This is an optimization exercise on Yosys and OpenROAD, whose aim is small area and a short achievable clock period, not a production implementation.
Only simulation tests tie the RTL to the original design; equivalence was not proved.

==> flow/design.v <==
module div_top
(
    input             clk,
    input      [31:0] x,
    input      [31:0] y,
    output reg [31:0] q,
    output reg [31:0] r
);
reg  [31:0] x_r;
reg  [31:0] y_r;
wire [31:0] q_w;
wire [31:0] r_w;
nrda_div #(.WIDTH(32)) u_div (
    .x(x_r),
    .y(y_r),
    .r(r_w),
    .q(q_w)
);
always @(posedge clk) begin
    x_r <= x;
    y_r <= y;
    q   <= q_w;
    r   <= r_w;
end
endmodule

module nrda_div
#(
    parameter WIDTH=32
)
(
    input [WIDTH-1:0] x,
    input [WIDTH-1:0] y,
    output reg [WIDTH-1:0] r,
    output reg [WIDTH-1:0] q
);
localparam W  = WIDTH;
localparam NS = WIDTH/2;      
localparam RW = WIDTH+1;      
localparam AW = WIDTH+3;      
localparam SW = clog2(WIDTH);
function integer clog2;
    input integer v;
    integer u;
    begin
        clog2 = 0;
        for (u = v - 1; u > 0; u = u >> 1)
            clog2 = clog2 + 1;
    end
endfunction
function [3:0] sel;           
    input [6:0] e;
    input [2:0] di;
    integer m2, m1, m0, mm1, es;
    begin
        case (di)
        3'd0: begin m2 = 12; m1 = 4; m0 = -4;  mm1 = -13; end
        3'd1: begin m2 = 14; m1 = 4; m0 = -6;  mm1 = -15; end
        3'd2: begin m2 = 15; m1 = 4; m0 = -6;  mm1 = -16; end
        3'd3: begin m2 = 16; m1 = 4; m0 = -6;  mm1 = -18; end
        3'd4: begin m2 = 18; m1 = 6; m0 = -8;  mm1 = -20; end
        3'd5: begin m2 = 20; m1 = 6; m0 = -8;  mm1 = -20; end
        3'd6: begin m2 = 20; m1 = 8; m0 = -8;  mm1 = -22; end
        default: begin m2 = 24; m1 = 8; m0 = -8;  mm1 = -24; end
        endcase
        es = e[6] ? {25'h1ffffff, e} : {25'h0, e};
        if (es >= m2)       sel = 4'b1000;
        else if (es >= m1)  sel = 4'b0100;
        else if (es >= m0)  sel = 4'b0000;
        else if (es >= mm1) sel = 4'b0010;
        else                sel = 4'b0001;
    end
endfunction
wire xs = x[W-1];
wire ys = y[W-1];
wire yz = ~|y;
reg  [W-1:0]   yv_ [0:SW];
reg  [2*W-1:0] xv [0:SW];
reg  [SW-1:0]  s;
integer k;
always @(*) begin
    yv_[0] = y;
    xv[0] = {{W{xs}}, x};
    for (k = 0; k < SW; k = k + 1) begin
        s[SW-1-k] = ~|((yv_[k] ^ {W{ys}}) >> (W - (1 << (SW-1-k)))) & ~yz;
        yv_[k+1] = s[SW-1-k] ? yv_[k] << (1 << (SW-1-k)) : yv_[k];
        xv[k+1] = s[SW-1-k] ? xv[k] << (1 << (SW-1-k)) : xv[k];
    end
end
wire [RW-1:0]  yv = {ys, yv_[SW]};        
wire [2*W-1:0] xn = xv[SW];               
wire [RW-1:0]  ya = ys ? ~yv : yv;        
wire [2:0] di = ya[W-1] ? ya[W-2:W-4] : 3'b000;
wire signed [2:0] w0t = xn[2*W-1:2*W-3];   
wire q0p = di[2] ? (w0t >= 3'sd3) : (w0t >= 3'sd2);
wire q0n = di[2] ? (w0t == -3'sd4) : (w0t <= -3'sd3);
wire q0i = ys ? q0n : q0p;                
wire [AW-1:0] D1 = {{(AW-RW){yv[RW-1]}}, yv};
wire [AW-1:0] D2 = {{(AW-RW-1){yv[RW-1]}}, yv, 1'b0};
reg [RW-1:0] S [0:NS];
reg [RW-1:0] C [0:NS];
reg [NS-1:0] dp1, dp2, dn1, dn2;
reg [AW-1:0] A, B, M;
reg [6:0] est;
reg [3:0] qd;
reg inv, one, two;
integer j;
always @(*) begin
    S[0] = {xn[2*W-1], xn[2*W-1:W]};
    C[0] = (q0p | q0n) ? (q0i ? ~yv : yv) : {RW{1'b0}};
    for (j = 1; j <= NS; j = j + 1) begin
        A = {S[j-1], xn[W-2*j+1 -: 2]};
        B = {C[j-1], (j == 1) ? {q0i, q0i} : 2'b00};
        est = A[AW-1:AW-7] + B[AW-1:AW-7];
        qd = sel(est, di);
        inv = ys ? (qd[1] | qd[0]) : (qd[3] | qd[2]);
        one = qd[2] | qd[1];
        two = qd[3] | qd[0];
        dp2[NS-j] = two & inv;  dp1[NS-j] = one & inv;
        dn2[NS-j] = two & ~inv; dn1[NS-j] = one & ~inv;
        M = ({AW{two}} & D2 | {AW{one}} & D1) ^ {AW{inv}};
        S[j] = A ^ B ^ M;
        C[j] = {((A & B) | (A & M) | (B & M)), (inv | ((j == 1) & q0i))};
    end
end
wire [RW-1:0] rf = S[NS] + C[NS];
wire rneg = rf[RW-1];
wire rnz = |rf;
wire corr = xs ? (~rneg & rnz) : rneg;
wire sub = xs ^ ys;                       
wire [RW-1:0] rc = S[NS] + C[NS] + (sub ? ~yv : yv) + sub;
wire [RW-1:0] rr = corr ? rc : rf;
wire [RW-1:0] rs = (rr >> s) | (rr[RW-1] ? ~({RW{1'b1}} >> s) : {RW{1'b0}});
wire [2:0] e0 = {dp2[0], dp1[0]} - {dn2[0], dn1[0]} +
                (corr ? (sub ? 3'd1 : 3'd7) : 3'd0);
reg [W-1:0] P, N;
integer t;
always @(*) begin
    for (t = 1; t < NS; t = t + 1) begin
        P[2*t+1] = dp2[t]; P[2*t] = dp1[t];
        N[2*t+1] = dn2[t]; N[2*t] = dn1[t];
    end
    P[1:0] = e0[2] ? 2'b00 : e0[1:0];
    N[1:0] = e0[2] ? -e0[1:0] : 2'b00;
    if (yz) begin
        P = {{(W-1){1'b0}}, xs};
        N = {{(W-1){1'b0}}, ~xs};
    end
end
always @(*) begin
    r = rs[W-1:0];
    q = P - N;
end
endmodule
==> flow/config.mk <==
export PLATFORM = sky130hd
export DESIGN_NAME = div_top
export DESIGN_NICKNAME = div_top
export VERILOG_FILES = /design/flow/design.v
export SDC_FILE = /design/flow/constraint.sdc
export NUM_CORES = 4
export LEC_CHECK = 0
export CAP_MARGIN = 20
export CORE_MARGIN = 2
export CORE_UTILIZATION = 50
export CTS_CLUSTER_DIAMETER = 50
export CTS_CLUSTER_SIZE = 15
export SLEW_MARGIN = 20
==> flow/constraint.sdc <==
create_clock -name core_clock -period 110.0 [get_ports {clk}]
set_input_delay 22.0000 -clock core_clock [delete_from_list [all_inputs] [get_ports {clk}]]
set_output_delay 22.0000 -clock core_clock [all_outputs]
set_load 0.01 [all_outputs]
standard.sh (not shown) runs the stock make flow with config.mk's settings and CLKGATE_MAP_FILE= SYNTH_SCRIPT=/design/flow/synth_recipe.tcl, a recipe that flattens the netlist after the stock synthesis.
==> flow/flow/run.sh <==
#!/bin/bash
set -euo pipefail
bash standard.sh SETUP_SLACK_MARGIN=50 finish > standard_flow.log 2>&1
The baseline went through all stages and came out clean.
==> next run, changes <==
==> flow/flow/run.sh (replaced) <==
#!/bin/bash
set -euo pipefail
bash standard.sh SETUP_SLACK_MARGIN=30 finish > standard_flow.log 2>&1
Die area is unchanged.
Utilization drops by 12 points.
Hold slack got worse by 39 ps.
Synthesized area is unchanged.
Maximum frequency drops by 11%.
Cell area drops by 18%.
Clock-buffer cell count does not change.
Global-route usage drops by 4.7 points.
Wire length drops by 11%.
==> next run, changes <==
==> flow/flow/run.sh (replaced) <==
#!/bin/bash
set -euo pipefail
bash standard.sh SETUP_SLACK_MARGIN=40 finish > standard_flow.log 2>&1
After rerunning:
- design area climbs by 15%
- wire length climbs by 8.2%
- fmax went up by 10%
- hold slack improves by 29 ps
- global-route usage came out higher by 2.3 points
- synthesized cell count stays the same
- clock-buffer cell count does not change
- via count went up by about 7%
==> next run, changes <==
==> flow/run.sh (new file) <==
#!/bin/bash
# synth_recipe.tcl (not shown) runs the flow's synth.tcl, then flattens the netlist and writes it again
# the make line also repeats each setting of config.mk as NAME=value (left out here)
make -C /OpenROAD-flow-scripts/flow DESIGN_CONFIG=/design/flow/config.mk WORK_HOME=/design/flow/orfs CLKGATE_MAP_FILE= SYNTH_SCRIPT=/design/flow/synth_recipe.tcl finish
removed: flow/flow/run.sh
removed: flow/standard.sh
The new run finished clean.
Non-clock buffer count shrinks by 482.
Global-route usage shrinks by 3.0 points.
Cell count shrinks by a few percent.
Setup slack gets worse by 19000 ps.
Core utilization shrinks by 10 points.
Critical path depth shrinks by 7.
Via count shrinks by a little under a tenth.
Flip-flop and latch count is unchanged.
Sequential share of layout area grows by 0.79 points.

## afterwards: timing with drivers on the ports
In the flow no input, the clock included, has a driving cell. The finished layouts below were timed again as built, in two steps. Step 1 assumes that a clkbuf_16 drives the clock port and a buf_2 every other input. Step 2 times the ports against the registers' clock, not the clock port: input delays grow and output delays shrink by t, the midpoint of the rising clock arrivals with the driver on. Three values: ideal, step 1, step 2; two values: the first two.
run	t (ns)	setup slack, ns	cell pins on the clock port's net
the first run	0.588	42.681 / 42.681 / 42.681	1
the second run	0.582	34.570 / 34.570 / 34.570	1
the third run	0.573	41.702 / 41.702 / 41.702	1
the fourth run	0.580	23.033 / 23.033 / 23.033	1
After both steps every run listed still meets setup and hold.
